This design comes from an exercise in tuning for small area and a short achievable clock period on the open sky130 flow, not from production work.
Only the layout flow was run in this run; the RTL was not checked for function there.
Power is estimated from default activity; no workload was simulated.

===== run.sh =====
#!/bin/bash
# synth_recipe.tcl (not shown) runs the flow's synth.tcl, then flattens the netlist and writes it again
# the make line also repeats each setting of config.mk as NAME=value (left out here)
make -C /OpenROAD-flow-scripts/flow DESIGN_CONFIG=/design/flow/config.mk WORK_HOME=/design/flow/orfs CLKGATE_MAP_FILE= SYNTH_SCRIPT=/design/flow/synth_recipe.tcl finish

===== config.mk =====
export PLATFORM = sky130hd
export DESIGN_NAME = arm
export DESIGN_NICKNAME = arm
export VERILOG_FILES = /design/flow/design.v
export SDC_FILE = /design/flow/constraint.sdc
export NUM_CORES = 4
export LEC_CHECK = 0
export CAP_MARGIN = 20
export CORE_MARGIN = 2
export CORE_UTILIZATION = 40
export PLACE_DENSITY = 0.6
export SLEW_MARGIN = 20

===== constraint.sdc =====
create_clock -name core_clock -period 16.0 [get_ports {clk}]
set_input_delay 3.2000 -clock core_clock [delete_from_list [all_inputs] [get_ports {clk}]]
set_output_delay 3.2000 -clock core_clock [all_outputs]
set_load 0.01 [all_outputs]

===== design.v =====
module arm (
    input  logic        clk, rst,
    input  logic [31:0] InstrF,
    input  logic [31:0] ReadDataM,
    output logic [31:0] WriteDataM,
    output logic [31:0] PCF, ALUOutM,
    output logic        MemWriteM
);
    logic [31:0] InstrD;
    logic [31:0] RD1E, RD2E, ImmE;
    logic [3:0]  WA3E, CondE;
    logic        BrE, MemToRegE, MemWriteE, RegWriteE, ALUSrcE, FlagWriteE;
    logic [1:0]  ALUControlE;
    logic [1:0]  FlagsE;                  
    logic        fAM, fAW, fAP;           
    logic        fBM, fBW, fBP;           
    logic [3:0]  WA3M;
    logic        PCSrcM, RegWriteM, MemToRegM;
    logic [31:0] ResultW;
    logic [3:0]  WA3W;
    logic        PCSrcW, RegWriteW;
    logic [31:0] rf [0:14];
    logic [7:0] op;
    assign op = InstrD[27:20];
    logic isADD, isSUB, isAND, isORR, isLDR, isSTR, isB;
    assign isADD = (op[7:6] == 2'b00) & (op[4:0] == 5'b01000);
    assign isSUB = (op[7:6] == 2'b00) & (op[4:1] == 4'b0010);
    assign isAND = (op == 8'b0000_0000);
    assign isORR = (op == 8'b0001_1000);
    assign isLDR = (op == 8'b0101_1001);
    assign isSTR = (op == 8'b0101_1000);
    assign isB   = (op[7:4] == 4'b1010);
    logic RegWriteD, MemWriteD, MemToRegD, ALUSrcD, FlagWriteD;
    logic [1:0] ALUControlD;
    assign RegWriteD   = isADD | isSUB | isAND | isORR | isLDR | isB;
    assign MemWriteD   = isSTR;
    assign MemToRegD   = isLDR;
    assign ALUSrcD     = ((isADD | isSUB) & InstrD[25]) | isLDR | isSTR | isB;
    assign FlagWriteD  = isSUB & InstrD[20];
    assign ALUControlD = {isAND | isORR, isSUB | isORR};
    logic [3:0] RA1D, RA2D;
    assign RA1D = isB ? 4'd15 : InstrD[19:16];
    assign RA2D = (isLDR | isSTR) ? InstrD[15:12] : InstrD[3:0];
    logic [31:0] ExtImmD;
    always_comb begin
        if (isLDR | isSTR)   ExtImmD = {20'b0, InstrD[11:0]};
        else if (isB)        ExtImmD = {{6{InstrD[23]}}, InstrD[23:0], 2'b00};
        else                 ExtImmD = {{24{InstrD[7]}}, InstrD[7:0]};
    end
    logic CondExE;
    always_comb begin
        case (CondE)
            4'b1110: CondExE = 1'b1;
            4'b0000: CondExE = FlagsE[0];
            4'b0001: CondExE = ~FlagsE[0];
            4'b1010: CondExE = ~FlagsE[1];
            4'b1100: CondExE = ~FlagsE[1] & ~FlagsE[0];
            4'b1101: CondExE = FlagsE[1] | FlagsE[0];
            4'b1011: CondExE = FlagsE[1];
            default: CondExE = 1'b0;
        endcase
    end
    logic BranchTakenE, ldrStallD, StallF, FlushD, FlushE;
    assign BranchTakenE = CondExE & BrE;
    assign ldrStallD = MemToRegE & ((RA1D == WA3E) | (RA2D == WA3E));
    assign StallF    = ldrStallD | isB | BrE | PCSrcM;
    assign FlushD    = isB | BrE | PCSrcM | PCSrcW;
    assign FlushE    = ldrStallD | BranchTakenE;
    logic RegWriteMn;
    assign RegWriteMn = CondExE & RegWriteE;
    logic nAM, nAW, nAP, nBM, nBW, nBP;
    assign nAM = RegWriteMn & (RA1D == WA3E);
    assign nAW = ~nAM & RegWriteM & (RA1D == WA3M);
    assign nAP = ~nAM & ~nAW & (RA1D == 4'd15);
    assign nBM = RegWriteMn & (RA2D == WA3E);
    assign nBW = ~nBM & RegWriteM & (RA2D == WA3M);
    assign nBP = ~nBM & ~nBW & (RA2D == 4'd15);
    logic [31:0] RD1D, RD2D;
    always_comb begin
        RD1D = '0;
        RD2D = '0;
        for (int i = 0; i < 15; i++) begin
            if (RA1D == i[3:0] && !nAM && !nAW) RD1D = RD1D | rf[i];
            if (RA2D == i[3:0] && !nBM && !nBW) RD2D = RD2D | rf[i];
        end
    end
    logic [31:0] PCPlus4F;
    assign PCPlus4F = PCF + 32'd4;
    always_ff @(posedge clk) begin
        if (rst)            PCF <= '0;
        else if (!StallF)   PCF <= PCSrcW ? ResultW : PCPlus4F;
    end
    always_ff @(posedge clk) begin
        if (rst | FlushD)       InstrD <= '0;
        else if (!ldrStallD)    InstrD <= InstrF;
    end
    always_ff @(posedge clk) begin
        if (rst | FlushE) begin
            BrE        <= 1'b0;
            MemToRegE  <= 1'b0;
            MemWriteE  <= 1'b0;
            RegWriteE  <= 1'b0;
            FlagWriteE <= 1'b0;
            FlagsE     <= 2'b00;
        end else begin
            BrE        <= isB;
            MemToRegE  <= MemToRegD;
            MemWriteE  <= MemWriteD;
            RegWriteE  <= RegWriteD;
            FlagWriteE <= FlagWriteD;
            if (FlagWriteE) FlagsE <= {ALUResultE[31], EqE};
        end
    end
    always_ff @(posedge clk) begin
        RD1E        <= RD1D;
        RD2E        <= RD2D;
        ImmE        <= ExtImmD;
        WA3E        <= InstrD[15:12];
        CondE       <= InstrD[31:28];
        ALUSrcE     <= ALUSrcD;
        ALUControlE <= ALUControlD;
        fAM <= nAM; fAW <= nAW; fAP <= nAP;
        fBM <= nBM; fBW <= nBW; fBP <= nBP;
    end
    logic [31:0] SrcAE, WriteDataE, SrcBE, ALUResultE;
    logic EqE;
    assign SrcAE = RD1E | ({32{fAM}} & ALUOutM) | ({32{fAW}} & ResultW) | ({32{fAP}} & PCPlus4F);
    assign WriteDataE = RD2E | ({32{fBM}} & ALUOutM) | ({32{fBW}} & ResultW) | ({32{fBP}} & PCPlus4F);
    assign SrcBE = ALUSrcE ? ImmE : WriteDataE;
    assign EqE = (SrcAE == SrcBE);
    always_comb begin
        case (ALUControlE)
            2'b00: ALUResultE = SrcAE + SrcBE;
            2'b01: ALUResultE = SrcAE - SrcBE;
            2'b10: ALUResultE = SrcAE & SrcBE;
            default: ALUResultE = SrcAE | SrcBE;
        endcase
    end
    always_ff @(posedge clk) begin
        if (rst) begin
            PCSrcM    <= 1'b0;
            RegWriteM <= 1'b0;
            MemWriteM <= 1'b0;
        end else begin
            PCSrcM    <= BranchTakenE;
            RegWriteM <= RegWriteMn;
            MemWriteM <= CondExE & MemWriteE;
        end
    end
    always_ff @(posedge clk) begin
        MemToRegM  <= MemToRegE;
        WA3M       <= WA3E;
        ALUOutM    <= ALUResultE;
        WriteDataM <= WriteDataE;
    end
    always_ff @(posedge clk) begin
        if (rst) begin
            PCSrcW    <= 1'b0;
            RegWriteW <= 1'b0;
        end else begin
            PCSrcW    <= PCSrcM;
            RegWriteW <= RegWriteM;
        end
    end
    always_ff @(posedge clk) begin
        WA3W    <= WA3M;
        ResultW <= MemToRegM ? ReadDataM : ALUOutM;
    end
    always_ff @(posedge clk) begin
        for (int i = 0; i < 15; i++) begin
            if (rst)                                  rf[i] <= '0;
            else if (RegWriteW && WA3W == i[3:0])     rf[i] <= ResultW;
        end
    end
endmodule

==> run summary <==
-- registers in the layout, summed over array words and instances, names as in the netlist, 4 cells and up --
name,cells
InstrD,32
WA3W,4
CondE,4
WriteDataM,32
rf,480
ALUOutM,32
RD1E,32
ResultW,32
PCF,32
WA3M,4
ImmE,26
RD2E,32
WA3E,4
-- cell type report --
| type | count | area [µm²] |
|---|---|---|
| multi-input combinational | 3511 | 20500 |
| inverter | 108 | 405 |
| clock buffer | 119 | 2430 |
| antenna | 2 | 5.00 |
| clock inverter | 30 | 332 |
| timing repair buffer | 245 | 2260 |
| tap | 1254 | 1570 |
| sequential | 768 | 15400 |
| fill | 9311 | 50400 |
-- power by group --
| part | total (µW) | internal [µW] | switching (µW) | leakage, µW |
|---|---|---|---|---|
| clock | 1990 | 1160 | 833 | 0.00136 |
| sequential | 2020 | 1940 | 84.4 | 0.00621 |
| combinational | 279 | 95.3 | 184 | 0.00679 |
-- path summary, 6_finish.rpt --
| path | from | endpoint | slack [ns] | depth (start not counted) |
|---|---|---|---|---|
| setup reg to reg | PCF[4]$_SDFFE_PP0N_ | ALUOutM[29]$_DFF_P_ | 10.52 | 20 |
| hold reg to reg | InstrD[28]$_SDFFE_PP0N_ | CondE[0]$_DFF_P_ | 0.35 | 0 |
| hold / removal | InstrD[28]$_SDFFE_PP0N_ | CondE[0]$_DFF_P_ | 0.35 | 0 |
| setup / recovery | PCF[4]$_SDFFE_PP0N_ | ALUOutM[29]$_DFF_P_ | 10.52 | 20 |
-- metal layers --
metal | vias to the layer above | track usage, %
met4 | 8 | 17.8
met3 | 579 | 6.92
li1 | 16600 | -
met1 | 17600 | 40.4
met2 | 2404 | 49.8
met5 | - | 0
-- cell families after synthesis --
family | share of synthesized area [%]
compound gates | 23.3
xor+xnor | 1.72
fa+ha+maj | 3.29
buf+inv | 5.62
flops | 40.8
mux | 4.88
simple gates | 20.4
-- cell usage in the layout, fill, tap and decap left out, types with 15 or more instances in the layout --
cell             synthesis  final
a211oi_1                49     49
a21oi_1                639    639
a221oi_1                88     88
a22o_1                  62     62
a22oi_1                265    265
buf_4                    2     82
clkbuf_1               336     16
clkbuf_16                0     85
clkbuf_8                 0     18
clkdlybuf4s50_1          0    161
dfxtp_1                768    762
ha_1                    96     96
inv_1                  107    107
mux2_2                  52     52
mux2i_1                121    121
nand2_1               1188   1188
nand2b_1                21     21
nand3_1                 37     34
nand3b_1                22     22
nand4_1                 75     75
nand4b_1                32     32
nor2_1                 232    213
nor2_4                   1     23
nor3_1                  47     43
o211ai_1                20     20
o21ai_0                118    118
o21bai_1                15     15
o22ai_1                 37     37
xnor2_1                 44     44
xor2_1                  30     30
-- through the flow --
step,power (µW),utilization [%]
after floorplan,2190,-
after global placement,2330,43.0
after detailed placement,2330,43.0
after CTS,4290,46.0
after global routing,4390,46.0
final,4290,46.0
==> impl_metrics.json <==
{
  "drc": 0,
  "synthToLayoutAreaGrowth_pct": 13.8,
  "num-nets-final": 4880,
  "slew_headroom_pct": 15.8,
  "finalMaxSlewViolations": 0,
  "layout-drive-gt1-share_pct": 7.45,
  "first_global_vias": 34500,
  "crit_family": "simple AND/OR/NAND/NOR gates",
  "placed_area_um2": 40100,
  "worst-endpoint-required_ns": 16.48,
  "grt_max_degree": 210,
  "crit_slowest_cell": "o31ai_2",
  "hold_path_class": "flop to flop",
  "route.vias.total": 37200,
  "yosysWarnings": 2,
  "drt_first_pass_iters": 6,
  "synthCells": 4812,
  "rows": 112,
  "drv_cap": 0,
  "synth_fp_nets": 4976,
  "p_leak_uw": 0.0144,
  "crit_arrival_ns": 5.96,
  "cts_buffers": 82,
  "synth_ff_type": "dfxtp_1",
  "critPathMaxFanout": 7,
  "postRouteAntennaNets": 0,
  "cts_tree": "yes",
  "p_per_area_nw_per_um2": 100,
  "io_buffers": 162,
  "synthesis.area_um2": 37700,
  "die_h_um": 311,
  "clock_latency_ns": 0.64,
  "setup_violations": 0,
  "gp_congestion": 0.943,
  "worst_setup_path_end_kind": "flop",
  "async_reset_ff_share_pct": 0,
  "antenna_found_initial": 7,
  "wl_met1_um": 62700,
  "dr_wl_met2_um": 70900,
  "htreeDepth": 3,
  "wl_met3_um": 17300,
  "crit_type": "flop to flop",
  "ys_top_cells_by_area": "dfxtp_1 (41%), nand2_1 (12%), a21oi_1 (8.5%)",
  "overflow": 0,
  "place_ws_ns": 9.97,
  "whs_ns": 0.354,
  "synth_edf_count": 0,
  "clk_pin_slew_worst_paths_ns": 0.06,
  "ys_top_cells_by_count": "nand2_1 (1188), dfxtp_1 (768), a21oi_1 (639)",
  "cpPeakStageDelay_ns": 0.59,
  "start_util_pct": 40.4,
  "drt_iter0_drc": 5406,
  "cp_cell_sequence": "nand3_1, nor2_1, nand4_1, inv_1, nand3_1, nor2_1, xnor2_1, o21ai_0, mux2_2, ha_1, or3_1, or3_1, a311oi_2, nor3_1, o31ai_2, a21boi_1, o21ai_1, a211oi_1, xnor2_1, o221ai_1",
  "viasPerCell": 6.17,
  "synth_area_per_cell_um2": 7.84,
  "top_level_ports": 163,
  "status": "complete, no violations",
  "routed_wl_um": 160000,
  "ys_seq_area_share_pct": 40.8,
  "cts_setup_buffers": 0,
  "tightest_slew_ns": 1.26,
  "stdcell_area_um2": 42900,
  "synth_seq_cells": 768,
  "startpoint_type": "flop",
  "rsz0062_at_grt": "no",
  "peakVddDrop_mv": 0.0775,
  "postCtsHoldBufs": 0,
  "synth_cell_types": 92,
  "period_share_pct": 34.2,
  "ctsLongestPathBuffers": 3,
  "synth_area_leader_cell": "dfxtp_1",
  "period_needed_ns": 5.48,
  "crit_buf_inv": 1,
  "setup_ws_ns": 10.52,
  "top_layer_used": "met5",
  "wl_per_cell_um": 26.6,
  "fin_tns_setup_ns": 0,
  "placed_cells": 5886,
  "synth_top_area_share_pct": 40.8,
  "die-width_um": 311,
  "core_um2": 93300,
  "yosysMostFrequentCell": "nand2_1",
  "final_hold_viol_count": 0,
  "track_usage_pct": 31.7,
  "place_hpwl_um": 94600,
  "dieArea_um2": 96700,
  "cts-root-buf": "clkbuf_16",
  "final-instance-count-excl-fill": 6037,
  "cts-resized-gates": 0,
  "grt_pass1_wl_um": 232000,
  "clock_skew_ns": 0.0311,
  "fmax_ghz": 0.182,
  "clock_sinks": 768
}

[afterwards: timing with drivers on the ports]
The flow's constraints put no driver on any port. The routed layout listed below was extracted and timed again, unchanged, in two steps. Step 1, drivers: a clkbuf_16 drives clk and a buf_2 each remaining input, both assumed. Step 2 also shifts input and output timing later by t, the mid clock arrival at the registers, as if the neighbouring blocks saw the same clock. Three values: no drivers, after step 1, after step 2; two values: the first two.
t, ns: 0.695
slack for setup (ns): 10.520 / 10.520 / 9.876
hold WS [ns]: 0.354 / 0.354 / 0.354
latest minus earliest clock arrival (ns): 0.032 / 0.032
After both steps this run still meets setup and hold. For this run, drivers alone change the setup slack by 0.000 ns; drivers and shift together by -0.644 ns.
